Source: an optimization exercise on an open RTL-to-GDS flow (aim: small area). Production flows keep margins and buffers that such runs may drop. The RTL was checked by simulation tests, not by an equivalence proof against the original design. Power is estimated from default activity; no workload was simulated.

===== design.v =====
module bin_to_7seg
  (
    input  [7:0] i_bin,
    output o_Segment1_A,
    output o_Segment1_B,
    output o_Segment1_C,
    output o_Segment1_D,
    output o_Segment1_E,
    output o_Segment1_F,
    output o_Segment1_G,
    output o_Segment2_A,
    output o_Segment2_B,
    output o_Segment2_C,
    output o_Segment2_D,
    output o_Segment2_E,
    output o_Segment2_F,
    output o_Segment2_G
  );
  wire [6:0] w_Segment1;
  wire [6:0] w_Segment2;
  assign o_Segment1_A = w_Segment1[6];
  assign o_Segment1_B = w_Segment1[5];
  assign o_Segment1_C = w_Segment1[4];
  assign o_Segment1_D = w_Segment1[3];
  assign o_Segment1_E = w_Segment1[2];
  assign o_Segment1_F = w_Segment1[1];
  assign o_Segment1_G = w_Segment1[0];
  assign o_Segment2_A = w_Segment2[6];
  assign o_Segment2_B = w_Segment2[5];
  assign o_Segment2_C = w_Segment2[4];
  assign o_Segment2_D = w_Segment2[3];
  assign o_Segment2_E = w_Segment2[2];
  assign o_Segment2_F = w_Segment2[1];
  assign o_Segment2_G = w_Segment2[0];
  assign w_Segment1 = encode(i_bin[7:4]);
  assign w_Segment2 = encode(i_bin[3:0]);
	function [6:0] encode;
		input [3:0] i_bin_val;
		encode =	(i_bin_val[3:0] == 4'b0000) ? ~7'b1111110 :
					(i_bin_val[3:0] == 4'b0001) ? ~7'b0110000 :
					(i_bin_val[3:0] == 4'b0010) ? ~7'b1101101 :
					(i_bin_val[3:0] == 4'b0011) ? ~7'b1111001 :
					(i_bin_val[3:0] == 4'b0100) ? ~7'b0110011 :
					(i_bin_val[3:0] == 4'b0101) ? ~7'b1011011 :
					(i_bin_val[3:0] == 4'b0110) ? ~7'b1011111 :
					(i_bin_val[3:0] == 4'b0111) ? ~7'b1110000 :
					(i_bin_val[3:0] == 4'b1000) ? ~7'b1111111 :
					(i_bin_val[3:0] == 4'b1001) ? ~7'b1111011 :
					(i_bin_val[3:0] == 4'b1010) ? ~7'b1110111 :
					(i_bin_val[3:0] == 4'b1011) ? ~7'b0011111 :
					(i_bin_val[3:0] == 4'b1100) ? ~7'b1001110 :
					(i_bin_val[3:0] == 4'b1101) ? ~7'b0111101 :
					(i_bin_val[3:0] == 4'b1110) ? ~7'b1001111 :
					(i_bin_val[3:0] == 4'b1111) ? ~7'b1000111 :
											      ~7'b0000000;
	endfunction
endmodule
module LFSR (
	input i_Clk,
	input i_Rst,
	input i_run,
	output reg [8:0] o_reg
);
	localparam [8:0]  INITIAL_VAL = 9'b1_1010_1110;
	localparam [16:0] DLY_START = 17'h1FFFF,
	                  DLY_END   = 17'h15728;
	reg [16:0] r_dly;
	wire w_end = (r_dly == DLY_END);
	always @(posedge i_Clk) begin
		if (i_Rst || (i_run && w_end))
			r_dly <= DLY_START;
		else if (i_run)
			r_dly <= {r_dly[15:0], r_dly[16] ^ r_dly[13]};
	end
	always @(posedge i_Clk) begin
		if (i_Rst || !i_run)
			o_reg <= INITIAL_VAL;
		else if (w_end)
			o_reg <= {o_reg[7] ^ o_reg[8], o_reg[6:5], o_reg[4] ^ o_reg[8],
			          o_reg[3], o_reg[2] ^ o_reg[8], o_reg[1] ^ o_reg[8], o_reg[0], o_reg[8]};
	end
endmodule
module paddle #(parameter SW_STEP_COUNT = 16) (
	input i_Clk,
	input i_Rst,
	input i_up,
	input i_down,
	input i_enable,
	output reg o1,
	output reg o2,
	output reg [8:0] o_top	 
	);
	reg [4:0] r_up_cnt;
	reg [4:0] r_dn_cnt;
	always @(posedge i_Clk) begin
		if (i_Rst) begin
			r_up_cnt <= 0;
			r_dn_cnt <= 0;
			o1 <= 1'b0;
			o2 <= 1'b0;
			o_top <= 9'd200;
		end else if (i_enable) begin
			if (i_up && !i_down) begin
				if (r_up_cnt[4]) begin
					r_up_cnt <= 0;
					if (o_top != 0) o_top <= o_top - 1'b1;
				end else begin
					r_up_cnt <= r_up_cnt + 1'b1;
					o1 <= 1'b1;
				end
			end else if (!i_up && i_down) begin
				if (r_dn_cnt[4]) begin
					r_dn_cnt <= 0;
					if (o_top != 9'd399) o_top <= o_top + 1'b1;
				end else begin
					r_dn_cnt <= r_dn_cnt + 1'b1;
					o2 <= 1'b1;
				end
			end else begin
				r_up_cnt <= 0;
				r_dn_cnt <= 0;
				o1 <= 1'b0;
				o2 <= 1'b0;
			end
		end else begin
			o_top <= 9'd200;
		end
	end
endmodule
module ball (
	input i_Clk,
	input i_Rst,
	input i_enable,
	input i_P1_sw_up,
	input i_P1_sw_down,
	input i_P2_sw_up,
	input i_P2_sw_down,
	input [8:0] i_P1_top,
	input [8:0] i_P2_top,
	output reg [9:0] o_left,	 
	output reg [9:0] o_top		 
	);
	reg [4:0] r_speed;
	reg [4:0] r_hi;
	reg [3:0] r_lo;
	reg r_xdir;			 
	reg [1:0] r_ydir;	 
	wire [9:0] w_bottom = o_top + 10'd10;
	wire w_step = (r_hi == 0) && (r_lo == 0);
	wire w_hit1 = (o_left == 10'd54) && (o_top < {1'b0, i_P1_top} + 10'd80) && (w_bottom > {1'b0, i_P1_top});
	wire w_hit2 = (o_left == 10'd576) && (o_top < {1'b0, i_P2_top} + 10'd80) && (w_bottom > {1'b0, i_P2_top});
	wire w_hit = r_xdir ? w_hit2 : w_hit1;
	wire w_up = r_xdir ? i_P2_sw_up : i_P1_sw_up;
	wire w_dn = r_xdir ? i_P2_sw_down : i_P1_sw_down;
	always @(posedge i_Clk) begin
		if (i_Rst || !i_enable) begin
			o_left <= 10'd315;
			o_top <= 10'd235;
			r_speed <= 5'd20;
			r_hi <= 5'd20;
			r_lo <= 0;
			r_ydir <= 0;
			if (i_Rst) r_xdir <= 1'b1;
		end else if (w_step) begin
			r_hi <= r_speed;
			o_left <= r_xdir ? o_left + 1'b1 : o_left - 1'b1;
			if (w_hit) begin
				r_xdir <= ~r_xdir;
				if (r_speed != 5'd1) r_speed <= r_speed - 1'b1;
				if (w_up && !w_dn) begin
					if (r_ydir == 0) r_ydir <= 1;
					else if (r_ydir == 2) r_ydir <= 0;
				end else if (!w_up && w_dn) begin
					if (r_ydir == 0) r_ydir <= 2;
					else if (r_ydir == 1) r_ydir <= 0;
				end
			end
			if (r_ydir == 1) begin
				o_top <= o_top - 1'b1;
				if (o_top == 0) r_ydir <= 2;
			end else if (r_ydir == 2) begin
				o_top <= o_top + 1'b1;
				if (o_top == 10'd469) r_ydir <= 1;
			end
		end else if (r_lo == 0) begin
			r_lo <= 4'd9;
			r_hi <= r_hi - 1'b1;
		end else begin
			r_lo <= r_lo - 1'b1;
		end
	end
endmodule
module sync_pulse_generator (
	input i_Clk,
	input i_Rst,
	output reg [9:0] o_X_Cursor,
	output reg [9:0] o_Y_Cursor
	);
	always @(posedge i_Clk) begin
		if (i_Rst) begin
			o_X_Cursor <= 0;
			o_Y_Cursor <= 0;
		end else if (o_X_Cursor == 10'd799) begin
			o_X_Cursor <= 0;
			o_Y_Cursor <= (o_Y_Cursor == 10'd524) ? 10'd0 : o_Y_Cursor + 1'b1;
		end else begin
			o_X_Cursor <= o_X_Cursor + 1'b1;
		end
	end
endmodule
module vga_sync_porch (
	input [9:0] i_X_Cursor,
	input [9:0] i_Y_Cursor,
	output o_H_Sync,
	output o_V_Sync
	);
	assign o_H_Sync = (i_X_Cursor < 10'd658) || (i_X_Cursor > 10'd750);
	assign o_V_Sync = (i_Y_Cursor < 10'd490) || (i_Y_Cursor > 10'd492);
endmodule
module display_to_screen (
	input i_Clk,
	input i_Rst,
	input [1:0] i_device_state,
	input [3:0] i_p1_score,
	input [3:0] i_p2_score,
	input [8:0] i_P1_top,
	input [8:0] i_P2_top,
	input [9:0] i_B_left,
	input [9:0] i_B_top,
	input [9:0] i_X_cursor,
	input [9:0] i_Y_cursor,
	output [2:0] o_VGA_Red,
	output [2:0] o_VGA_Grn,
	output [2:0] o_VGA_Blu
);
	parameter 	w_w = 46, 	 
				s_w = 4,	 
				u_h = 46,	 
				b_h = 23,	 
				ste = 8,	 
				X_OFFSET = (640-(5*w_w+4*s_w))/2,
				Y_OFFSET = (480-(2*u_h+b_h))/2;
	wire [8:0] start_output;
	reg start_output_flag;
	assign start_output = (start_output_flag == 1) ? 9'b111111111 : 9'b000000000;  
	wire [8:0] game_output;
	wire [8:0] score_output;
	wire [8:0] p1_score;
	wire [8:0] p2_score;
	wire [8:0] finish_output;
	reg finish_output_flag;
	wire [8:0] w_rand_RGB;
	LFSR rand_RGB (.i_Clk(i_Clk), .i_Rst(i_Rst), .i_run(i_device_state != 0), .o_reg(w_rand_RGB));
	assign finish_output = (finish_output_flag == 1) ? w_rand_RGB : 9'b000000000;
	assign {o_VGA_Red, o_VGA_Grn, o_VGA_Blu} = 	
		(i_device_state == 0) ? start_output :
		(i_device_state == 1) ? game_output :
		(i_device_state == 2) ? score_output :
		(i_device_state == 3) ? finish_output :
		0;
	always @(posedge i_Clk) begin  
		if (i_Rst)
			start_output_flag <= 0;
		else if (
			(i_Y_cursor>Y_OFFSET+0 && i_Y_cursor<=Y_OFFSET+u_h) && (i_X_cursor == X_OFFSET+4*w_w+3*s_w-ste || i_X_cursor == X_OFFSET+4*w_w+3*s_w)			 
			||(i_Y_cursor>Y_OFFSET+u_h/2 && i_Y_cursor<=Y_OFFSET+u_h/2+ste) && (i_X_cursor == X_OFFSET+2*w_w+2*s_w+ste || i_X_cursor == X_OFFSET+3*w_w+2*s_w)	 
			||(i_Y_cursor>Y_OFFSET+u_h/2+ste && i_Y_cursor<=Y_OFFSET+u_h) && (i_X_cursor == X_OFFSET+3*w_w+2*s_w-ste || i_X_cursor == X_OFFSET+3*w_w+2*s_w)
			||(i_Y_cursor>Y_OFFSET+u_h && i_Y_cursor<=Y_OFFSET+u_h+ste) && (i_X_cursor == X_OFFSET+0 || i_X_cursor == X_OFFSET+w_w || i_X_cursor == X_OFFSET+w_w+s_w || 			 
				i_X_cursor == X_OFFSET+2*w_w+s_w || i_X_cursor == X_OFFSET+2*w_w+2*s_w || i_X_cursor == X_OFFSET+3*w_w+2*s_w || i_X_cursor == X_OFFSET+3*w_w+3*s_w || 
				i_X_cursor == X_OFFSET+4*w_w+3*s_w || i_X_cursor == X_OFFSET+4*w_w+4*s_w || i_X_cursor == X_OFFSET+4*w_w+4*s_w+ste || i_X_cursor == X_OFFSET+5*w_w+4*s_w-ste ||
				i_X_cursor == X_OFFSET+5*w_w+4*s_w )
			||(i_Y_cursor>Y_OFFSET+u_h+ste && i_Y_cursor<=Y_OFFSET+u_h+b_h-ste/2) && (i_X_cursor == X_OFFSET+0 || i_X_cursor == X_OFFSET+ste || i_X_cursor == X_OFFSET+w_w+s_w || 
				i_X_cursor == X_OFFSET+w_w+s_w+ste || i_X_cursor == X_OFFSET+2*w_w+s_w-ste || i_X_cursor == X_OFFSET+2*w_w+s_w || i_X_cursor == X_OFFSET+2*w_w+2*s_w || 
				i_X_cursor == X_OFFSET+2*w_w+2*s_w+ste || i_X_cursor == X_OFFSET+3*w_w+2*s_w-ste || i_X_cursor == X_OFFSET+3*w_w+2*s_w || i_X_cursor == X_OFFSET+3*w_w+3*s_w || 
				i_X_cursor == X_OFFSET+3*w_w+3*s_w+ste || i_X_cursor == X_OFFSET+4*w_w+3*s_w-ste || i_X_cursor == X_OFFSET+4*w_w+3*s_w || i_X_cursor == X_OFFSET+4*w_w+4*s_w || 
				i_X_cursor == X_OFFSET+4*w_w+4*s_w+ste || i_X_cursor == X_OFFSET+5*w_w+4*s_w-ste || i_X_cursor == X_OFFSET+5*w_w+4*s_w )
			||(i_Y_cursor>Y_OFFSET+u_h+b_h-ste/2 && i_Y_cursor<=Y_OFFSET+u_h+b_h+ste/2) && (i_X_cursor == X_OFFSET+0 || i_X_cursor == X_OFFSET+ste || i_X_cursor == X_OFFSET+w_w+s_w || 
				i_X_cursor == X_OFFSET+2*w_w+s_w || i_X_cursor == X_OFFSET+2*w_w+2*s_w || i_X_cursor == X_OFFSET+2*w_w+2*s_w+ste || i_X_cursor == X_OFFSET+3*w_w+2*s_w-ste || 
				i_X_cursor == X_OFFSET+3*w_w+2*s_w || i_X_cursor == X_OFFSET+3*w_w+3*s_w || i_X_cursor == X_OFFSET+3*w_w+3*s_w+ste || i_X_cursor == X_OFFSET+4*w_w+3*s_w-ste || 
				i_X_cursor == X_OFFSET+4*w_w+3*s_w || i_X_cursor == X_OFFSET+4*w_w+4*s_w || i_X_cursor == X_OFFSET+4*w_w+4*s_w+ste || i_X_cursor == X_OFFSET+5*w_w+4*s_w-ste || 
				i_X_cursor == X_OFFSET+5*w_w+4*s_w )
			||(i_Y_cursor>Y_OFFSET+u_h+b_h+ste/2 && i_Y_cursor<=Y_OFFSET+2*u_h-ste) && (i_X_cursor == X_OFFSET+0 || i_X_cursor == X_OFFSET+ste || i_X_cursor == X_OFFSET+w_w+s_w || 
				i_X_cursor == X_OFFSET+w_w+s_w+ste || i_X_cursor == X_OFFSET+2*w_w+2*s_w || 
				i_X_cursor == X_OFFSET+2*w_w+2*s_w+ste || i_X_cursor == X_OFFSET+3*w_w+2*s_w-ste || i_X_cursor == X_OFFSET+3*w_w+2*s_w || i_X_cursor == X_OFFSET+3*w_w+3*s_w || 
				i_X_cursor == X_OFFSET+3*w_w+3*s_w+ste || i_X_cursor == X_OFFSET+4*w_w+3*s_w-ste || i_X_cursor == X_OFFSET+4*w_w+3*s_w || i_X_cursor == X_OFFSET+4*w_w+4*s_w || 
				i_X_cursor == X_OFFSET+4*w_w+4*s_w+ste || i_X_cursor == X_OFFSET+5*w_w+4*s_w-ste || i_X_cursor == X_OFFSET+5*w_w+4*s_w )								
			||(i_Y_cursor>Y_OFFSET+2*u_h-ste && i_Y_cursor<=Y_OFFSET+2*u_h) && (i_X_cursor == X_OFFSET+0 || i_X_cursor == X_OFFSET+ste || i_X_cursor == X_OFFSET+w_w+s_w || 
				i_X_cursor == X_OFFSET+2*w_w+s_w || i_X_cursor == X_OFFSET+2*w_w+2*s_w || i_X_cursor == X_OFFSET+3*w_w+2*s_w || i_X_cursor == X_OFFSET+3*w_w+3*s_w || 
				i_X_cursor == X_OFFSET+4*w_w+3*s_w || i_X_cursor == X_OFFSET+4*w_w+4*s_w || i_X_cursor == X_OFFSET+5*w_w+4*s_w )
			||(i_Y_cursor>Y_OFFSET+2*u_h && i_Y_cursor<=Y_OFFSET+2*u_h+b_h-ste) && (i_X_cursor == X_OFFSET+5*w_w+4*s_w-ste || i_X_cursor == X_OFFSET+5*w_w+4*s_w)	 
			||(i_Y_cursor>Y_OFFSET+2*u_h+b_h-ste && i_Y_cursor<=Y_OFFSET+2*u_h+b_h) && (i_X_cursor == X_OFFSET+4*w_w+4*s_w || i_X_cursor == X_OFFSET+5*w_w+4*s_w) 	
		) 
			start_output_flag <= ~start_output_flag;
		else
			start_output_flag <= start_output_flag;
	    end
	wire [9:0] w_B_right = i_B_left + 10'd10;
	wire [9:0] w_B_bottom = i_B_top + 10'd10;
	assign game_output = ((i_X_cursor > 10'd44 && i_X_cursor < 10'd54 && i_Y_cursor > {1'b0, i_P1_top} && i_Y_cursor < {1'b0, i_P1_top} + 10'd80) ||
						  (i_X_cursor > 10'd586 && i_X_cursor < 10'd596 && i_Y_cursor > {1'b0, i_P2_top} && i_Y_cursor < {1'b0, i_P2_top} + 10'd80) ||
						  (i_X_cursor > i_B_left && i_X_cursor < w_B_right && i_Y_cursor > i_B_top && i_Y_cursor < w_B_bottom)
							) ? 9'b111111111 : 9'b000000000;
	assign score_output = game_output | p1_score | p2_score;
	print_score #(.X_OFFSET((640-(3*w_w+2*s_w))/2), .Y_OFFSET((480-(2*u_h))/2)) player_1 
		(.i_Clk(i_Clk), .i_Rst(i_Rst), .i_score_val(i_p1_score), .i_X_cursor(i_X_cursor), .i_Y_cursor(i_Y_cursor), .o_score_RGB(p1_score));
	print_score #(.X_OFFSET((640-(3*w_w+2*s_w))/2+2*w_w+2*s_w), .Y_OFFSET((480-(2*u_h))/2)) player_2
		(.i_Clk(i_Clk), .i_Rst(i_Rst), .i_score_val(i_p2_score), .i_X_cursor(i_X_cursor), .i_Y_cursor(i_Y_cursor), .o_score_RGB(p2_score));
	always @(posedge i_Clk) begin  
		if (i_Rst)
		finish_output_flag <= 0;
	else if (
			(i_Y_cursor>Y_OFFSET+0 && i_Y_cursor<=Y_OFFSET+ste) && (i_X_cursor == X_OFFSET+0 || i_X_cursor == X_OFFSET+w_w)			 
			||(i_Y_cursor>Y_OFFSET+ste && i_Y_cursor<=Y_OFFSET+u_h) && (i_X_cursor == X_OFFSET+0 || i_X_cursor == X_OFFSET+ste || i_X_cursor == X_OFFSET+w_w-ste || i_X_cursor == X_OFFSET+w_w)
			||(i_Y_cursor>Y_OFFSET+u_h && i_Y_cursor<=Y_OFFSET+u_h+ste) && (i_X_cursor == X_OFFSET+0 || i_X_cursor == X_OFFSET+w_w || 
				i_X_cursor == X_OFFSET+3*w_w+3*s_w || i_X_cursor == X_OFFSET+3*w_w+3*s_w+ste || i_X_cursor == X_OFFSET+3*w_w+3*s_w+w_w/2-ste/2 || i_X_cursor == X_OFFSET+3*w_w+3*s_w+w_w/2+ste/2 ||
				i_X_cursor == X_OFFSET+4*w_w+3*s_w-ste || i_X_cursor == X_OFFSET+4*w_w+3*s_w || i_X_cursor == X_OFFSET+4*w_w+4*s_w || i_X_cursor == X_OFFSET+5*w_w+4*s_w ||
				i_X_cursor == X_OFFSET+5*w_w+5*s_w || i_X_cursor == X_OFFSET+6*w_w+5*s_w)
			||(i_Y_cursor>Y_OFFSET+u_h+ste && i_Y_cursor<=Y_OFFSET+2*u_h-ste) && (i_X_cursor == X_OFFSET+0 || i_X_cursor == X_OFFSET+ste || 
				i_X_cursor == X_OFFSET+3*w_w+3*s_w || i_X_cursor == X_OFFSET+3*w_w+3*s_w+ste || i_X_cursor == X_OFFSET+3*w_w+3*s_w+w_w/2-ste/2 || i_X_cursor == X_OFFSET+3*w_w+3*s_w+w_w/2+ste/2 ||
				i_X_cursor == X_OFFSET+4*w_w+3*s_w-ste || i_X_cursor == X_OFFSET+4*w_w+3*s_w || i_X_cursor == X_OFFSET+4*w_w+4*s_w || i_X_cursor == X_OFFSET+4*w_w+4*s_w+ste ||
				i_X_cursor == X_OFFSET+5*w_w+4*s_w-ste ||i_X_cursor == X_OFFSET+5*w_w+4*s_w || i_X_cursor == X_OFFSET+5*w_w+5*s_w || i_X_cursor == X_OFFSET+5*w_w+5*s_w+ste || 
				i_X_cursor == X_OFFSET+6*w_w+5*s_w-ste || i_X_cursor == X_OFFSET+6*w_w+5*s_w)
			||(i_Y_cursor>Y_OFFSET+2*u_h-ste && i_Y_cursor<=Y_OFFSET+2*u_h) && (i_X_cursor == X_OFFSET+0 || i_X_cursor == X_OFFSET+ste || 
				i_X_cursor == X_OFFSET+3*w_w+3*s_w || i_X_cursor == X_OFFSET+4*w_w+3*s_w || i_X_cursor == X_OFFSET+4*w_w+4*s_w || i_X_cursor == X_OFFSET+5*w_w+4*s_w || 
				i_X_cursor == X_OFFSET+5*w_w+5*s_w || i_X_cursor == X_OFFSET+5*w_w+5*s_w+ste || i_X_cursor == X_OFFSET+6*w_w+5*s_w-ste || i_X_cursor == X_OFFSET+6*w_w+5*s_w)
			|| ((i_p1_score > i_p2_score) && ((i_Y_cursor>Y_OFFSET+0 && i_Y_cursor<=Y_OFFSET+2*u_h) && (i_X_cursor==X_OFFSET+2*w_w+s_w-ste || i_X_cursor==X_OFFSET+2*w_w+s_w)))	 
			|| ((i_p1_score < i_p2_score) && ((i_Y_cursor>Y_OFFSET+0 && i_Y_cursor<=Y_OFFSET+ste) && (i_X_cursor==X_OFFSET+w_w+s_w+0 || i_X_cursor==X_OFFSET+w_w+s_w+w_w)		 
				|| (i_Y_cursor>Y_OFFSET+ste && i_Y_cursor<=Y_OFFSET+u_h-ste/2) && (i_X_cursor==X_OFFSET+w_w+s_w+w_w-ste || i_X_cursor==X_OFFSET+w_w+s_w+w_w)
				|| (i_Y_cursor>Y_OFFSET+u_h-ste/2 && i_Y_cursor<=Y_OFFSET+u_h+ste/2) && (i_X_cursor==X_OFFSET+w_w+s_w+0 || i_X_cursor==X_OFFSET+w_w+s_w+w_w)
				|| (i_Y_cursor>Y_OFFSET+u_h+ste/2 && i_Y_cursor<=Y_OFFSET+2*u_h-ste) && (i_X_cursor==X_OFFSET+w_w+s_w+0 || i_X_cursor==X_OFFSET+w_w+s_w+ste)
				|| (i_Y_cursor>Y_OFFSET+2*u_h-ste && i_Y_cursor<=Y_OFFSET+2*u_h) && (i_X_cursor==X_OFFSET+w_w+s_w+0 || i_X_cursor==X_OFFSET+w_w+s_w+w_w)))
		) 
		finish_output_flag <= ~finish_output_flag;
	else
		finish_output_flag <= finish_output_flag;
	end
endmodule
module print_score #(
	parameter	X_OFFSET = 0,
				Y_OFFSET = 0,
				w_w = 46, 	 
				s_w = 4,	 
				u_h = 46,	 
				b_h = 23,	 
				ste = 8	 
	)
	(
	input i_Clk,
	input i_Rst,
	input [3:0] i_score_val,
	input [9:0] i_X_cursor,
	input [9:0] i_Y_cursor,
	output [8:0] o_score_RGB
	);
	reg score_flag;
	assign o_score_RGB = (score_flag == 1) ? 9'b111111111 : 9'b000000000;
	always @(posedge i_Clk) begin
		if (i_Rst) score_flag <= 0;
		else
		case(i_score_val)
			0: score_flag <= ((i_Y_cursor>Y_OFFSET+0 && i_Y_cursor<=Y_OFFSET+ste) && (i_X_cursor==X_OFFSET+0 || i_X_cursor==X_OFFSET+w_w)
	|| (i_Y_cursor>Y_OFFSET+ste && i_Y_cursor<=Y_OFFSET+2*u_h-ste) && (i_X_cursor==X_OFFSET+0 || i_X_cursor==X_OFFSET+ste || i_X_cursor==X_OFFSET+w_w-ste || i_X_cursor==X_OFFSET+w_w)
	|| (i_Y_cursor>Y_OFFSET+2*u_h-ste && i_Y_cursor<=Y_OFFSET+2*u_h) && (i_X_cursor==X_OFFSET+0 || i_X_cursor==X_OFFSET+w_w)) ? ~score_flag : score_flag;
			1: score_flag <= ((i_Y_cursor>Y_OFFSET+0 && i_Y_cursor<=Y_OFFSET+2*u_h) && (i_X_cursor==X_OFFSET+w_w-ste || i_X_cursor==X_OFFSET+w_w)) ? ~score_flag : score_flag;
			2: score_flag <= ((i_Y_cursor>Y_OFFSET+0 && i_Y_cursor<=Y_OFFSET+ste) && (i_X_cursor==X_OFFSET+0 || i_X_cursor==X_OFFSET+w_w)
	|| (i_Y_cursor>Y_OFFSET+ste && i_Y_cursor<=Y_OFFSET+u_h-ste/2) && (i_X_cursor==X_OFFSET+w_w-ste || i_X_cursor==X_OFFSET+w_w)
	|| (i_Y_cursor>Y_OFFSET+u_h-ste/2 && i_Y_cursor<=Y_OFFSET+u_h+ste/2) && (i_X_cursor==X_OFFSET+0 || i_X_cursor==X_OFFSET+w_w)
	|| (i_Y_cursor>Y_OFFSET+u_h+ste/2 && i_Y_cursor<=Y_OFFSET+2*u_h-ste) && (i_X_cursor==X_OFFSET+0 || i_X_cursor==X_OFFSET+ste)
	|| (i_Y_cursor>Y_OFFSET+2*u_h-ste && i_Y_cursor<=Y_OFFSET+2*u_h) && (i_X_cursor==X_OFFSET+0 || i_X_cursor==X_OFFSET+w_w)) ? ~score_flag : score_flag;
			3: score_flag <= ((i_Y_cursor>Y_OFFSET+0 && i_Y_cursor<=Y_OFFSET+ste) && (i_X_cursor==X_OFFSET+0 || i_X_cursor==X_OFFSET+w_w)
	|| (i_Y_cursor>Y_OFFSET+ste && i_Y_cursor<=Y_OFFSET+u_h-ste/2) && (i_X_cursor==X_OFFSET+w_w-ste || i_X_cursor==X_OFFSET+w_w)
	|| (i_Y_cursor>Y_OFFSET+u_h-ste/2 && i_Y_cursor<=Y_OFFSET+u_h+ste/2) && (i_X_cursor==X_OFFSET+0 || i_X_cursor==X_OFFSET+w_w)
	|| (i_Y_cursor>Y_OFFSET+u_h+ste/2 && i_Y_cursor<=Y_OFFSET+2*u_h-ste) && (i_X_cursor==X_OFFSET+w_w-ste || i_X_cursor==X_OFFSET+w_w)
	|| (i_Y_cursor>Y_OFFSET+2*u_h-ste && i_Y_cursor<=Y_OFFSET+2*u_h) && (i_X_cursor==X_OFFSET+0 || i_X_cursor==X_OFFSET+w_w)) ? ~score_flag : score_flag; 
			4: score_flag <= ((i_Y_cursor>Y_OFFSET+0 && i_Y_cursor<=Y_OFFSET+u_h-ste/2) && (i_X_cursor==X_OFFSET+0 || i_X_cursor==X_OFFSET+ste || i_X_cursor==X_OFFSET+w_w-ste || i_X_cursor==X_OFFSET+w_w)
	|| (i_Y_cursor>Y_OFFSET+u_h-ste/2 && i_Y_cursor<=Y_OFFSET+u_h+ste/2) && (i_X_cursor==X_OFFSET+0 || i_X_cursor==X_OFFSET+w_w)
	|| (i_Y_cursor>Y_OFFSET+u_h+ste/2 && i_Y_cursor<=Y_OFFSET+2*u_h) && (i_X_cursor==X_OFFSET+w_w-ste || i_X_cursor==X_OFFSET+w_w)) ? ~score_flag : score_flag;
			5: score_flag <= ((i_Y_cursor>Y_OFFSET+0 && i_Y_cursor<=Y_OFFSET+ste) && (i_X_cursor==X_OFFSET+0 || i_X_cursor==X_OFFSET+w_w)
	|| (i_Y_cursor>Y_OFFSET+ste && i_Y_cursor<=Y_OFFSET+u_h-ste/2) && (i_X_cursor==X_OFFSET+0 || i_X_cursor==X_OFFSET+ste)
	|| (i_Y_cursor>Y_OFFSET+u_h-ste/2 && i_Y_cursor<=Y_OFFSET+u_h+ste/2) && (i_X_cursor==X_OFFSET+0 || i_X_cursor==X_OFFSET+w_w)
	|| (i_Y_cursor>Y_OFFSET+u_h+ste/2 && i_Y_cursor<=Y_OFFSET+2*u_h-ste) && (i_X_cursor==X_OFFSET+w_w-ste || i_X_cursor==X_OFFSET+w_w)
	|| (i_Y_cursor>Y_OFFSET+2*u_h-ste && i_Y_cursor<=Y_OFFSET+2*u_h) && (i_X_cursor==X_OFFSET+0 || i_X_cursor==X_OFFSET+w_w)) ? ~score_flag : score_flag;
			6: score_flag <= ((i_Y_cursor>Y_OFFSET+0 && i_Y_cursor<=Y_OFFSET+ste) && (i_X_cursor==X_OFFSET+0 || i_X_cursor==X_OFFSET+w_w)
	|| (i_Y_cursor>Y_OFFSET+ste && i_Y_cursor<=Y_OFFSET+u_h-ste/2) && (i_X_cursor==X_OFFSET+0 || i_X_cursor==X_OFFSET+ste)
	|| (i_Y_cursor>Y_OFFSET+u_h-ste/2 && i_Y_cursor<=Y_OFFSET+u_h+ste/2) && (i_X_cursor==X_OFFSET+0 || i_X_cursor==X_OFFSET+w_w)
	|| (i_Y_cursor>Y_OFFSET+u_h+ste/2 && i_Y_cursor<=Y_OFFSET+2*u_h-ste) && (i_X_cursor==X_OFFSET+0 || i_X_cursor==X_OFFSET+ste || i_X_cursor==X_OFFSET+w_w-ste || i_X_cursor==X_OFFSET+w_w)
	|| (i_Y_cursor>Y_OFFSET+2*u_h-ste && i_Y_cursor<=Y_OFFSET+2*u_h) && (i_X_cursor==X_OFFSET+0 || i_X_cursor==X_OFFSET+w_w)) ? ~score_flag : score_flag;
			7: score_flag <= ((i_Y_cursor>Y_OFFSET+0 && i_Y_cursor<=Y_OFFSET+ste) && (i_X_cursor==X_OFFSET+0 || i_X_cursor==X_OFFSET+w_w)
	|| (i_Y_cursor>Y_OFFSET+ste && i_Y_cursor<=Y_OFFSET+2*u_h) && (i_X_cursor==X_OFFSET+w_w-ste || i_X_cursor==X_OFFSET+w_w)) ? ~score_flag : score_flag;
			8: score_flag <= ((i_Y_cursor>Y_OFFSET+0 && i_Y_cursor<=Y_OFFSET+ste) && (i_X_cursor==X_OFFSET+0 || i_X_cursor==X_OFFSET+w_w)
	|| (i_Y_cursor>Y_OFFSET+ste && i_Y_cursor<=Y_OFFSET+u_h-ste/2) && (i_X_cursor==X_OFFSET+0 || i_X_cursor==X_OFFSET+ste || i_X_cursor==X_OFFSET+w_w-ste || i_X_cursor==X_OFFSET+w_w)
	|| (i_Y_cursor>Y_OFFSET+u_h-ste/2 && i_Y_cursor<=Y_OFFSET+u_h+ste/2) && (i_X_cursor==X_OFFSET+0 || i_X_cursor==X_OFFSET+w_w)
	|| (i_Y_cursor>Y_OFFSET+u_h+ste/2 && i_Y_cursor<=Y_OFFSET+2*u_h-ste) && (i_X_cursor==X_OFFSET+0 || i_X_cursor==X_OFFSET+ste || i_X_cursor==X_OFFSET+w_w-ste || i_X_cursor==X_OFFSET+w_w)
	|| (i_Y_cursor>Y_OFFSET+2*u_h-ste && i_Y_cursor<=Y_OFFSET+2*u_h) && (i_X_cursor==X_OFFSET+0 || i_X_cursor==X_OFFSET+w_w)) ? ~score_flag : score_flag;
			9: score_flag <= ((i_Y_cursor>Y_OFFSET+0 && i_Y_cursor<=Y_OFFSET+ste) && (i_X_cursor==X_OFFSET+0 || i_X_cursor==X_OFFSET+w_w)
	|| (i_Y_cursor>Y_OFFSET+ste && i_Y_cursor<=Y_OFFSET+u_h-ste/2) && (i_X_cursor==X_OFFSET+0 || i_X_cursor==X_OFFSET+ste || i_X_cursor==X_OFFSET+w_w-ste || i_X_cursor==X_OFFSET+w_w)
	|| (i_Y_cursor>Y_OFFSET+u_h-ste/2 && i_Y_cursor<=Y_OFFSET+u_h+ste/2) && (i_X_cursor==X_OFFSET+0 || i_X_cursor==X_OFFSET+w_w)
	|| (i_Y_cursor>Y_OFFSET+u_h+ste/2 && i_Y_cursor<=Y_OFFSET+2*u_h-ste) && (i_X_cursor==X_OFFSET+w_w-ste || i_X_cursor==X_OFFSET+w_w)
	|| (i_Y_cursor>Y_OFFSET+2*u_h-ste && i_Y_cursor<=Y_OFFSET+2*u_h) && (i_X_cursor==X_OFFSET+0 || i_X_cursor==X_OFFSET+w_w)) ? ~score_flag : score_flag;
			default: score_flag <= score_flag;
		endcase
	end
endmodule
module pong (
  input i_Clk,
  input i_Rst,
  input i_Switch_1,
  input i_Switch_2,
  input i_Switch_3,
  input i_Switch_4,
  output o_LED_1,
  output o_LED_2,
  output o_LED_3,
  output o_LED_4,
  output o_Segment1_A,
  output o_Segment1_B,
  output o_Segment1_C,
  output o_Segment1_D,
  output o_Segment1_E,
  output o_Segment1_F,
  output o_Segment1_G,
  output o_Segment2_A,
  output o_Segment2_B,
  output o_Segment2_C,
  output o_Segment2_D,
  output o_Segment2_E,
  output o_Segment2_F,
  output o_Segment2_G,
  output o_VGA_Red_0,
  output o_VGA_Red_1,
  output o_VGA_Red_2,
  output o_VGA_Grn_0,
  output o_VGA_Grn_1,
  output o_VGA_Grn_2,
  output o_VGA_Blu_0,
  output o_VGA_Blu_1,
  output o_VGA_Blu_2,
  output o_VGA_HSync,
  output o_VGA_VSync
  );
  wire [9:0] w_X_Cursor;
  wire [9:0] w_Y_Cursor;
  wire [8:0] w_P1_top;
  wire [8:0] w_P2_top;
  wire [9:0] w_B_left;
  wire [9:0] w_B_top;
  reg [1:0] device_state;	 
  reg [3:0] r_p1_score;	 
  reg [3:0] r_p2_score;
  wire w_en = (device_state == 2'd1);
  wire w_any_sw = i_Switch_1 | i_Switch_2 | i_Switch_3 | i_Switch_4;
  wire w_p1_point = (w_B_left == 10'd630);
  wire w_p2_point = (w_B_left == 10'd1023);
  always @(posedge i_Clk) begin
    if (i_Rst) begin
      device_state <= 0;
      r_p1_score <= 0;
      r_p2_score <= 0;
    end else if (device_state == 2'd1) begin
      if (w_p1_point || w_p2_point) begin
        if (w_p1_point) r_p1_score <= r_p1_score + 1'b1;
        else r_p2_score <= r_p2_score + 1'b1;
        device_state <= (r_p1_score == 4'd9 || r_p2_score == 4'd9) ? 2'd3 : 2'd2;
      end
    end else if (w_any_sw) begin
      if (device_state == 2'd3) begin
        r_p1_score <= 0;
        r_p2_score <= 0;
      end
      device_state <= 2'd1;
    end
  end
  bin_to_7seg U_BIN2SEG(
    .i_bin({r_p1_score, r_p2_score}),
    .o_Segment1_A(o_Segment1_A),
    .o_Segment1_B(o_Segment1_B),
    .o_Segment1_C(o_Segment1_C),
    .o_Segment1_D(o_Segment1_D),
    .o_Segment1_E(o_Segment1_E),
    .o_Segment1_F(o_Segment1_F),
    .o_Segment1_G(o_Segment1_G),
    .o_Segment2_A(o_Segment2_A),
    .o_Segment2_B(o_Segment2_B),
    .o_Segment2_C(o_Segment2_C),
    .o_Segment2_D(o_Segment2_D),
    .o_Segment2_E(o_Segment2_E),
    .o_Segment2_F(o_Segment2_F),
    .o_Segment2_G(o_Segment2_G)
    );
  paddle Paddle1 (
    .i_Clk(i_Clk),
    .i_Rst(i_Rst),
    .i_up(i_Switch_1),
    .i_down(i_Switch_2),
    .i_enable(w_en),
    .o1(o_LED_1),
    .o2(o_LED_2),
    .o_top(w_P1_top)
    );
  paddle Paddle2 (
    .i_Clk(i_Clk),
    .i_Rst(i_Rst),
    .i_up(i_Switch_3),
    .i_down(i_Switch_4),
    .i_enable(w_en),
    .o1(o_LED_3),
    .o2(o_LED_4),
    .o_top(w_P2_top)
    );
  ball Ball_Unit (
    .i_Clk(i_Clk),
    .i_Rst(i_Rst),
    .i_enable(w_en),
    .i_P1_sw_up(i_Switch_1),
    .i_P1_sw_down(i_Switch_2),
    .i_P2_sw_up(i_Switch_3),
    .i_P2_sw_down(i_Switch_4),
    .i_P1_top(w_P1_top),
    .i_P2_top(w_P2_top),
    .o_left(w_B_left),
    .o_top(w_B_top)
    );
  sync_pulse_generator SPG1 (
    .i_Clk(i_Clk),
    .i_Rst(i_Rst),
    .o_X_Cursor(w_X_Cursor),
    .o_Y_Cursor(w_Y_Cursor)
    );
  vga_sync_porch VSP1 (
    .i_X_Cursor(w_X_Cursor),
    .i_Y_Cursor(w_Y_Cursor),
    .o_H_Sync(o_VGA_HSync),
    .o_V_Sync(o_VGA_VSync)
    );
  display_to_screen Display1 (
    .i_Clk(i_Clk),
    .i_Rst(i_Rst),
    .i_device_state(device_state),
    .i_p1_score(r_p1_score),
    .i_p2_score(r_p2_score),
    .i_P1_top(w_P1_top),
    .i_P2_top(w_P2_top),
    .i_B_left(w_B_left),
    .i_B_top(w_B_top),
    .i_X_cursor(w_X_Cursor),
    .i_Y_cursor(w_Y_Cursor),
    .o_VGA_Red({o_VGA_Red_2, o_VGA_Red_1, o_VGA_Red_0}),
    .o_VGA_Grn({o_VGA_Grn_2, o_VGA_Grn_1, o_VGA_Grn_0}),
    .o_VGA_Blu({o_VGA_Blu_2, o_VGA_Blu_1, o_VGA_Blu_0})
    );
endmodule

===== run.sh =====
#!/bin/bash
# synth_recipe.tcl (not shown) runs the flow's synth.tcl, then flattens the netlist and writes it again
# the make line also repeats each setting of config.mk as NAME=value (left out here)
make -C /OpenROAD-flow-scripts/flow DESIGN_CONFIG=/design/flow/config.mk WORK_HOME=/design/flow/orfs CLKGATE_MAP_FILE= SYNTH_SCRIPT=/design/flow/synth_recipe.tcl finish

===== config.mk =====
export PLATFORM = sky130hd
export DESIGN_NAME = pong
export DESIGN_NICKNAME = pong
export VERILOG_FILES = /design/flow/design.v
export SDC_FILE = /design/flow/constraint.sdc
export NUM_CORES = 4
export LEC_CHECK = 0
export CAP_MARGIN = 20
export CORE_MARGIN = 2
export CORE_UTILIZATION = 40
export SLEW_MARGIN = 20

===== constraint.sdc =====
create_clock -name core_clock -period 10.0 [get_ports {i_Clk}]
set_input_delay 2.0000 -clock core_clock [delete_from_list [all_inputs] [get_ports {i_Clk}]]
set_output_delay 2.0000 -clock core_clock [all_outputs]
set_load 0.01 [all_outputs]

==> flow_metrics.env, run 1 <==
export IMPL_hold_violations=0
export IMPL_cp_max_fo=9
export IMPL_maxCapViolCount=0
export IMPL_critPathRequiredTime_ps=8000
export IMPL_synth_cell_types=88
export IMPL_grt_util_all_layers_pct=21.6
export IMPL_fin_cells=2100
export IMPL_syn_area_per_cell_sq_um=7.51
export IMPL_largest_reg_flops=17
export IMPL_placedCellCount=2067
export IMPL_grt_pass1_vias=11200
export IMPL_max_clock_freq_mhz=156
export IMPL_start_kind="register"
export IMPL_final_cell_mix="nand2_1, ha_1, nor2_1"
export IMPL_p_int_mw=0.934
export IMPL_grt_first_pass_wirelength_um=58700
export IMPL_tightest_slew_ps=1010
export IMPL_dr_pass1_iters=6
export IMPL_io_pins=35
export IMPL_switchingPower_mw=0.377
export IMPL_holdBufCountCts=0
export IMPL_yosys_register_bits=139
export IMPL_cts_root_buf="clkbuf_16"
export IMPL_p_per_area_mw_per_mm2=94.0
export IMPL_nNetsFinal=1866
export IMPL_grt_remaining_overflow=0
export IMPL_rsz0062_at_grt="no"
export IMPL_rrSetupSlack_ps=6560
export IMPL_h_tree_depth=4
export IMPL_core_sq_mm=0.0315
export IMPL_yosysWarnings=9
export IMPL_ctsResizeCount=0
export IMPL_timing_final_max_slew_violations=0
export IMPL_regArea_sq_mm=0.00279
export IMPL_drtIter0Drc=1091
export IMPL_cts_tree="done"
export IMPL_synth_edf_count=1
export IMPL_cts_path_max_buffers=2
export IMPL_post_route_period_util_pct=64.0
export IMPL_synth_async_sr_flop_share_pct=0
export IMPL_finalClockSkew_ps=9.66
export IMPL_fillers=3091
export IMPL_initial_core_util_pct=40.5
export IMPL_ant_nets=0
export IMPL_die_h_um=183
export IMPL_drive_gt1_share_pct=4.53
export IMPL_leakage_nw=5.76
export IMPL_setup_viol_count_final=0
export IMPL_final_common_cell="nand2_1"
export IMPL_sw_frac_of_total_pct=28.7
export IMPL_netlist_instances=1699
export IMPL_dp_hpwl_um=26300
export IMPL_clk_pin_slew_ps=70
export IMPL_period_needed_ps=6400
export IMPL_synth_ff_type="dfxtp_1"
export IMPL_diodes=0
export IMPL_max_slew_margin_pct=32.1
export IMPL_clock_sinks=139
export IMPL_multi_input_area_sq_mm=0.00926
export IMPL_synth_nets=1880
export IMPL_regMostFlops="Display1.rand_RGB.r_dly"
export IMPL_port_buffers=34
export IMPL_numCtsBuffers=17
export IMPL_routed_via_density=5.84
export IMPL_fp_dieW_um=183
export IMPL_cts_setup_buffers=0
export IMPL_clock_power_share_pct=48.6
export IMPL_wl_per_cell_um=17.1
export IMPL_combPwrFrac_pct=7.5
export IMPL_r2r_cells=11
export IMPL_synth_area_sq_mm=0.0128
export IMPL_power_frac_seq_pct=43.9
export IMPL_arrival_ps=4400
export IMPL_gp_congestion=0.948
export IMPL_dr_total_vias=12300
export IMPL_syn2layout_area_growth_pct=9.40
export IMPL_peakVddDrop_mv=0.127
export IMPL_status="timing/DRC/antenna clean"
export IMPL_critPathCaptureType="output pin"
export IMPL_clock_latency_ps=460
export IMPL_hp_class="reg -> reg"
export IMPL_die_area_sq_mm=0.0333
export IMPL_seq_area_frac_synth_pct=21.9
export IMPL_antenna_found_initial=0
export IMPL_path_class="reg -> out"
export IMPL_fin_setup_tns_ps=0
export IMPL_route_detailed_drc=0
export IMPL_drt_total_wl_um=35900
export IMPL_hold_path_depth=2
export IMPL_grt_max_degree=52
export IMPL_rows=65
==> cells in the mapped netlist, types with 5 or more instances <==
master     number  area [sq um]
o31ai_1        10          75.1
nor3_1         46           230
nor2b_1        33           206
a2111oi_0       5          43.8
nand2b_1       26           163
nor2_1        147           552
a211oi_1       13          97.6
a31oi_1        21           131
a311oi_1        7          61.3
xnor2_1        56           490
or3_1          14          87.6
or2_2           8          50.1
xor2_1         18           158
dfxtp_1       138          2760
and2_1         11          68.8
buf_1           7          26.3
buf_2          12          60.1
a41oi_1         7          61.3
a21boi_0        5          37.5
o21bai_1        6          45.0
a21o_1         21           158
a21oi_1       120           601
o21ai_0        94           470
nand2_1       206           773
o2111ai_1       5          43.8
clkbuf_1       62           233
or4_1           8          60.1
o211ai_1       31           233
o22ai_1         5          31.3
and3_1          8          50.1
a22oi_1         9          67.6
nand3_1        67           335
mux2i_1        17           170
o21a_1         17           128
nand4_1        53           332
inv_1          92           345
nor4_1         20           125
ha_1          171          2140
==> path summary, 6_finish.rpt <==
kind,from,end
setup / recovery,Ball_Unit.o_top[2],o_VGA_Red_1
hold / removal,Ball_Unit.r_hi[1],Ball_Unit.r_hi[1]
setup reg to reg,Ball_Unit.o_top[2],Ball_Unit.r_speed[0]
hold reg to reg,Ball_Unit.r_hi[1],Ball_Unit.r_hi[1]
==> area by class of cell <==
cell class,instances,share of cell area (%)
clock buffers,17,3.05
repair buffers,52,3.35
well taps,402,3.61
clock inverters,15,1.12
flip-flops and latches,139,20.0
inverters,92,2.48
multi-input cells,1383,66.4
==> power groups by stage <==
| stage | registers (mW) | clock network [mW] | logic, mW |
|---|---|---|---|
| finish | 0.576 | 0.637 | 0.0980 |
| global route | 0.577 | 0.675 | 0.110 |
| CTS | 0.575 | 0.655 | 0.0981 |
| detailed placement | 0.588 | 0 | 0.0976 |
| global placement | 0.588 | 0 | 0.0961 |
| floorplan | 0.584 | 0 | 0.0718 |
==> per-stage QoR <==
stage	total power [mW]	instance area (sq um)	hold WS, ps	utilization (%)	setup WS, ps
floorplan	0.655	12800	436	-	5430
global placement	0.684	13400	455	42.4	4170
CTS	1.33	13900	471	44.3	3560
global route	1.36	14000	504	44.3	3420
finish	1.31	14000	468	44.3	3600
detailed placement	0.686	13400	460	42.5	4060
==> cells by family after synthesis <==
family / count (synthesis) / share of synthesized area [%]
adders and majority gates: 175 / 17.4
DFF: 139 / 21.9
AOI/OAI and AO/OA: 431 / 22.1
muxes: 20 / 1.60
buffers and inverters: 177 / 5.50
xor gates and xnor gates: 74 / 5.08
and+or+nand+nor: 683 / 26.5
==> worst max-delay path: stages (launching register included) <==
cell             delay (ps)
dfxtp_1                 540
ha_1                    280
o2111ai_1               180
xnor2_1                 310
inv_1                    80
ha_1                    300
a21oi_1                 170
nor2b_1                  60
o21ai_0                 170
nand4_1                 100
a2111oi_0               680
a221oi_1                260
clkbuf_2                230
nand2_1                  80
clkdlybuf4s50_1         530
==> metal layers <==
metal  vias to the layer above  track usage (%)  part of all wire [%]
li1                       6152                -                     -
met1                      5702             30.2                    48
met2                       367             34.8                    45
met3                        41             3.11                   5.3
met4                         0             5.90                   1.5
met5                         -                0                     0
==> run 2: changes to the inputs <==
==> flow/run.sh (new file) <==
#!/bin/bash
# Own layout flow: the standard synthesis, then an area-oriented re-mapping of the
# combinational logic (registers untouched: same cells, same names), then the standard
# layout from floorplan to finish.
set -euo pipefail
W=$(pwd)
R=$W/orfs/results/${FLOW_PLATFORM}/pong/base
YOSYS=yosys
[[ -x $FLOW_HOME/../tools/install/yosys/bin/yosys ]] && YOSYS=$FLOW_HOME/../tools/install/yosys/bin/yosys

# 1. standard synthesis
bash standard.sh synth > $W/1_standard_synth.log 2>&1

# 2. re-map the logic between the registers for area
cp $R/1_2_yosys.v $W/synth_standard.v
LIB=$FLOW_HOME/platforms/${FLOW_PLATFORM}/lib/sky130_fd_sc_hd__tt_025C_1v80.lib
sed -e "s#@LIB@#$LIB#g" -e "s#@IN@#$W/synth_standard.v#g" -e "s#@OUT@#$W/synth_remapped.v#g" \
    -e "s#@ABC@#$W/flow/area.abc#g" -e "s#@TOP@#$FLOW_TOP#g" $W/flow/remap.ys > $W/remap.ys
$YOSYS -s $W/remap.ys > $W/2_remap.log 2>&1
cp $W/synth_remapped.v $R/1_2_yosys.v
touch $R/1_2_yosys.v

# 3. standard layout on the re-mapped netlist
bash standard.sh finish > $W/3_standard_layout.log 2>&1
==> flow/area.abc (new file) <==
strash; &get -n; &deepsyn -T 60; &put; dch -f; amap
==> flow/remap.ys (new file) <==
read_liberty -ignore_miss_func @LIB@
read_verilog @IN@
hierarchy -top @TOP@
blackbox sky130_fd_sc_hd__dfxtp_1 sky130_fd_sc_hd__dfxtp_2 sky130_fd_sc_hd__dfxtp_4 sky130_fd_sc_hd__edfxtp_1 sky130_fd_sc_hd__conb_1
flatten
opt_clean -purge
abc -liberty @LIB@ -dont_use *lpflow* -dont_use *probe* -dont_use *__ha_* -dont_use *__fa_* -script @ABC@
opt_clean -purge
hilomap -singleton -hicell sky130_fd_sc_hd__conb_1 HI -locell sky130_fd_sc_hd__conb_1 LO
splitnets
opt_clean -purge
insbuf -buf sky130_fd_sc_hd__buf_4 A X
stat -liberty @LIB@
write_verilog -noattr -nohex -nodec @OUT@
==> standard.sh (new file) <==
#!/bin/bash
# synth_recipe.tcl (not shown) runs the flow's synth.tcl, then flattens the netlist and writes it again
# the make line also repeats each setting of config.mk as NAME=value (left out here)
make -C /OpenROAD-flow-scripts/flow DESIGN_CONFIG=/design/flow/config.mk WORK_HOME=/design/flow/orfs CLKGATE_MAP_FILE= SYNTH_SCRIPT=/design/flow/synth_recipe.tcl "${@:-finish}"
removed: run.sh
==> run 2 against run 1 <==
Against the previous run: critical path type unchanged; combinational power decreased by 45%; clock-buffer cell count did not move; flip-flop and latch count unchanged; first-iteration DRC count fell by 0.27%; critical path depth did not move.
==> flow_metrics.env, run 2 <==
export IMPL_diodes=0
export IMPL_holdBufCountCts=0
export IMPL_route_detailed_drc=0
export IMPL_largest_reg_flops=17
export IMPL_ctsResizeCount=0
export IMPL_grt_util_all_layers_pct=26.2
export IMPL_setup_viol_count_final=0
export IMPL_initial_core_util_pct=40.7
export IMPL_die_h_um=150
export IMPL_top_layer="met4"
export IMPL_arrival_ps=4500
export IMPL_fin_cells=1611
export IMPL_hp_class="reg -> reg"
export IMPL_drtIter0Drc=1088
export IMPL_path_class="reg -> out"
export IMPL_dr_total_vias=9709
export IMPL_cp_cell_sequence="clkinv_1, nor2_1, nor2_1, nor2_1, clkinv_1, o221ai_1, a31oi_1, o311ai_0, o21ai_0, nor2_1, nor3_1, a41oi_1, o21ai_0, clkdlybuf4s50_1"
export IMPL_clk_pin_slew_ps=70
export IMPL_max_clock_freq_mhz=154
export IMPL_regMostFlops="Display1.rand_RGB.r_dly"
export IMPL_h_tree_depth=4
export IMPL_met2_length_um=12100
export IMPL_port_buffers=34
export IMPL_rsz0062_at_grt="no"
export IMPL_timing_final_max_slew_violations=0
export IMPL_drive_gt1_share_pct=2.69
export IMPL_fp_dieW_um=150
export IMPL_total_power_mw=1.27
export IMPL_setup_slack_ps=3500
export IMPL_tightest_slew_ps=921
export IMPL_dr_pass1_iters=6
export IMPL_io_pins=35
export IMPL_dp_slack_ps=4090
export IMPL_grt_max_degree=41
export IMPL_nNetsFinal=1329
export IMPL_ant_nets=0
export IMPL_grt_first_pass_wirelength_um=46700
export IMPL_wl_per_cell_um=18.1
export IMPL_die_area_sq_mm=0.0225
export IMPL_synth_area_sq_mm=0.00853
export IMPL_antenna_found_initial=0
export IMPL_final_cell_mix="nor2_1, clkinv_1, dfxtp_1"
export IMPL_wl_met3_um=2750
export IMPL_final_common_cell="nor2_1"
export IMPL_start_kind="register"
export IMPL_synth_nets=1273
export IMPL_leakage_nw=3.22
export IMPL_drt_total_wl_um=29100
export IMPL_hold_violations=0
export IMPL_fillers=2191
export IMPL_finalClockSkew_ps=8.53
export IMPL_clock_sinks=139
export IMPL_yosysWarnings=9
export IMPL_grt_pass1_vias=8882
export IMPL_routed_via_density=6.03
export IMPL_cts_path_max_buffers=2
export IMPL_utilization_pct=46.9
export IMPL_placedCellCount=1579
export IMPL_cts_setup_buffers=0
export IMPL_rows=53
export IMPL_cts_tree="done"
export IMPL_status="timing/DRC/antenna clean"
export IMPL_max_slew_margin_pct=37.8
export IMPL_clock_latency_ps=430
export IMPL_period_needed_ps=6500
export IMPL_core_sq_mm=0.0210
export IMPL_fin_setup_tns_ps=0
export IMPL_netlist_instances=1267
export IMPL_syn2layout_area_growth_pct=15.3
export IMPL_critPathCaptureType="output pin"
export IMPL_wl_met1_um=13300
export IMPL_dp_hpwl_um=22000
export IMPL_gp_congestion=0.993
export IMPL_post_route_period_util_pct=65.0
export IMPL_crit_slowest_cell="a41oi_1"
export IMPL_grt_remaining_overflow=0
export IMPL_maxCapViolCount=0
export IMPL_peakVddDrop_mv=0.108
export IMPL_critPathMostFrequentCell="nor2_1"
export IMPL_cts_root_buf="clkbuf_16"
export IMPL_numCtsBuffers=17
export IMPL_critPathRequiredTime_ps=8000
export IMPL_p_per_area_mw_per_mm2=129
export IMPL_cp_max_fo=9
export IMPL_critical_path_max_stage_delay_ps=720
export IMPL_syn_area_per_cell_sq_um=6.73
-- run 2: worst paths after layout --
check / end / startpoint / slack, ps / cells after the start
min reg2reg: Ball_Unit.r_lo[0] / Ball_Unit.r_lo[0] / 440 / 1
max reg2reg: Ball_Unit.r_speed[3] / Ball_Unit.o_top[2] / 5490 / 20
min: Ball_Unit.r_lo[0] / Ball_Unit.r_lo[0] / 440 / 1
max: o_VGA_Red_0 / Paddle1.o_top[4] / 3500 / 14
-- run 2: area by class of cell --
class | instances | area (sq um) | share of cell area (%)
Clock buffer | 17 | 425 | 4.32
Sequential cell | 139 | 2790 | 28.4
Multi-Input combinational cell | 953 | 5080 | 51.7
Clock inverter | 15 | 171 | 1.74
Timing Repair Buffer | 37 | 363 | 3.69
Tap cell | 275 | 344 | 3.50
Inverter | 175 | 657 | 6.68
-- run 2: stage by stage --
step                cell area, sq um  hold WS (ps)
floorplan                       8530           413
CTS                             9840           447
detailed placement              9240           436
finish                          9840           443
global placement                9240           428
global route                    9840           461
-- run 2: layer usage --
metal / vias up / track usage [%]
met5: - / 0
met4: 0 / 10.0
met3: 80 / 7.53
met2: 431 / 38.6
met1: 4443 / 36.1
li1: 4755 / -
-- run 2: where the power goes --
group / switching, mW / internal, mW
Sequential: 0.00558 / 0.560
Clock: 0.294 / 0.358
Combinational: 0.0361 / 0.0178
Total: 0.336 / 0.936
-- run 2: worst max-delay path: cells and delay by family, from the launching register on --
kind                   cells  cell delay (ps)
AO/OA/AOI/OAI              6             1700
buffers and inverters      3              920
AND/OR/NAND/NOR            5             1010
flip-flops                 1              440
==> run 3: changes to the inputs <==
--- a/flow/run.sh
+++ b/flow/run.sh
@@ -20,5 +20,6 @@
 cp $W/synth_remapped.v $R/1_2_yosys.v
 touch $R/1_2_yosys.v
 
-# 3. standard layout on the re-mapped netlist
+# 3. standard layout on the re-mapped netlist; ports get the smallest buffer
+export BUFFER_PORTS_ARGS="-buffer_cell sky130_fd_sc_hd__buf_1"
 bash standard.sh finish > $W/3_standard_layout.log 2>&1
==> flow/area.abc (replaced) <==
strash; &get -n; &deepsyn -J 100 -T 400; &put; dch -f; amap
--- a/config.mk
+++ b/config.mk
@@ -7,5 +7,6 @@
 export LEC_CHECK = 0
 export CAP_MARGIN = 20
 export CORE_MARGIN = 2
-export CORE_UTILIZATION = 40
+export CORE_UTILIZATION = 65
+export CTS_BUF_LIST = sky130_fd_sc_hd__clkbuf_8
 export SLEW_MARGIN = 20
==> run 3 against run 2 <==
Against the previous run: first-iteration DRC count fell by 1.5%; final cell count fell by 9.4%; die area fell by 40%; via count fell by 2.2%; register-to-register slack improved by 520 ps; still clean.
==> flow_metrics.env, run 3 <==
export IMPL_route_detailed_drc=0
export IMPL_start_kind="register"
export IMPL_holdBufCountCts=0
export IMPL_rsz0062_at_grt="no"
export IMPL_antenna_found_initial=0
export IMPL_grt_pass1_vias=8233
export IMPL_leakage_nw=2.86
export IMPL_timing_final_max_slew_violations=0
export IMPL_die_area_sq_mm=0.0136
export IMPL_finalClockSkew_ps=11.4
export IMPL_io_pins=35
export IMPL_p_per_area_mw_per_mm2=120
export IMPL_port_buffers=34
export IMPL_cts_path_max_buffers=2
export IMPL_cts_tree="done"
export IMPL_max_slew_margin_pct=24.8
export IMPL_crit_slowest_cell="dfxtp_1"
export IMPL_grt_first_pass_wirelength_um=39900
export IMPL_clk_pin_slew_ps=80
export IMPL_fin_cells=1459
export IMPL_final_cell_mix="nor2_1, clkinv_1, dfxtp_1"
export IMPL_netlist_instances=1218
export IMPL_numCtsBuffers=17
export IMPL_clock_latency_ps=470
export IMPL_cp_top_family="compound AO/OA/AOI/OAI gates"
export IMPL_cts_setup_buffers=0
export IMPL_placedCellCount=1427
export IMPL_hold_violations=0
export IMPL_arrival_ps=3590
export IMPL_fp_dieW_um=117
export IMPL_gp_congestion=1.02
export IMPL_core_sq_mm=0.0125
export IMPL_tightest_slew_ps=1120
export IMPL_syn2layout_area_growth_pct=9.12
export IMPL_grt_util_all_layers_pct=37.0
export IMPL_use_met2_pct=58.0
export IMPL_wl_per_cell_um=17.0
export IMPL_utilization_pct=71.9
export IMPL_grt_busiest_layer="met2"
export IMPL_cp_cell_sequence="clkinv_1, o22ai_1, nor2_1, a21oi_1, a31oi_1, o41a_1, nor4_1, nor2_1, nor2_1, nor2_1, nor2_1, o21ai_0, o21ai_0, buf_1"
export IMPL_dp_slack_ps=4940
export IMPL_critPathRequiredTime_ps=8000
export IMPL_routed_via_density=6.51
export IMPL_critPathMostFrequentCell="nor2_1"
export IMPL_cp_max_fo=15
export IMPL_total_power_mw=1.08
export IMPL_path_class="reg -> out"
export IMPL_dr_total_vias=9496
export IMPL_fin_setup_tns_ps=0
export IMPL_critPathCaptureType="output pin"
export IMPL_synth_area_sq_mm=0.00825
export IMPL_regMostFlops="Display1.rand_RGB.r_dly"
export IMPL_h_tree_depth=4
export IMPL_final_common_cell="nor2_1"
export IMPL_initial_core_util_pct=65.9
export IMPL_period_needed_ps=5590
export IMPL_setup_viol_count_final=0
export IMPL_fillers=1119
export IMPL_grt_max_degree=34
export IMPL_grt_remaining_overflow=0
export IMPL_status="timing/DRC/antenna clean"
export IMPL_post_route_period_util_pct=55.9
export IMPL_diodes=0
export IMPL_dr_pass1_iters=8
export IMPL_clock_sinks=139
export IMPL_use_met1_pct=49.7
export IMPL_max_clock_freq_mhz=179
export IMPL_drt_total_wl_um=24900
export IMPL_cts_root_buf="clkbuf_8"
export IMPL_met3_usage_pct=8.87
export IMPL_maxCapViolCount=0
export IMPL_rows=41
export IMPL_hp_class="reg -> reg"
export IMPL_largest_reg_flops=17
export IMPL_synth_nets=1224
export IMPL_setup_slack_ps=4410
export IMPL_syn_area_per_cell_sq_um=6.77
export IMPL_drtIter0Drc=1072
export IMPL_yosysWarnings=9
export IMPL_nNetsFinal=1280
export IMPL_die_h_um=117
export IMPL_ctsResizeCount=0
export IMPL_dp_hpwl_um=18300
export IMPL_ant_nets=0
export IMPL_drive_gt1_share_pct=2.72
export IMPL_critPathBufInv=2
export IMPL_critical_path_max_stage_delay_ps=660
export IMPL_peakVddDrop_mv=0.198
-- run 3: layer usage --
layer	wire length (um)	share of wire, %
met1	10400	42
met2	11000	44
met3	2640	11
met4	915	3.7
met5	0	0
-- run 3: stage by stage --
stage | hold WS, ps | cell area, sq um
2_1_floorplan | 407 | 8250
3_3_place_gp | 423 | 8610
3_5_place_dp | 426 | 8610
4_1_cts | 445 | 9000
5_1_grt | 465 | 9000
6_report | 448 | 9000
-- run 3: where the power goes --
part           internal [mW]  switching, mW  total [mW]
clock                  0.205          0.257       0.463
sequential             0.560        0.00691       0.567
combinational         0.0132         0.0341      0.0473
total                  0.779          0.298        1.08
-- run 3: layout make-up --
cell class                      instances  area (sq um)  share of cell area, %
Multi-Input combinational cell        917          4850                   53.9
Sequential cell                       139          2790                   31.0
Inverter                              162           608                   6.76
Clock buffer                           17           234                   2.60
Tap cell                              172           215                   2.39
Clock inverter                         15           153                   1.70
Timing Repair Buffer                   37           150                   1.67
-- run 3: path summary, 6_finish.rpt --
kind,startpoint,endpoint,slack (ps),cells past startpoint
worst max-delay path,SPG1.o_Y_Cursor[3],o_VGA_Red_2,4410,14
worst min-delay path,Ball_Unit.r_lo[0],Ball_Unit.r_lo[0],450,1
worst max register to register,Ball_Unit.r_lo[1],Ball_Unit.o_top[7],6010,19
worst min register to register,Ball_Unit.r_lo[0],Ball_Unit.r_lo[0],450,1
-- run 3: worst register-to-register path: cells and delay by family (launching register included) --
kind / cells / cell delay (ps)
flip-flops: 1 / 320
AO/OA/AOI/OAI: 5 / 810
buffers and inverters: 5 / 660
AND/OR/NAND/NOR: 9 / 2090

-- re-timing with driven ports --
No port has a modelled driver above. Below, the same layouts with a new extraction and two added sets of constraints. Step 1 assumes that a clkbuf_16 drives the clock port and a buf_2 every other input. Step 2 times the ports against the registers' clock, not the clock port: input delays grow and output delays shrink by t, the midpoint of the rising clock arrivals with the driver on. Three values: ideal, step 1, step 2; two values: the first two.
run | shift t [ns] | setup slack, ns | worst data-port slew with drivers (ns) | pins driven straight from the clock port
run 1 | 0.497 | 3.598 / 3.552 / 4.049 | 0.03 | 1
run 2 | 0.472 | 3.505 / 3.456 / 3.928 | 0.03 | 1
run 3 | 0.500 | 4.405 / 4.367 / 4.867 | 0.03 | 1
After both steps setup and hold are still met in every run listed.
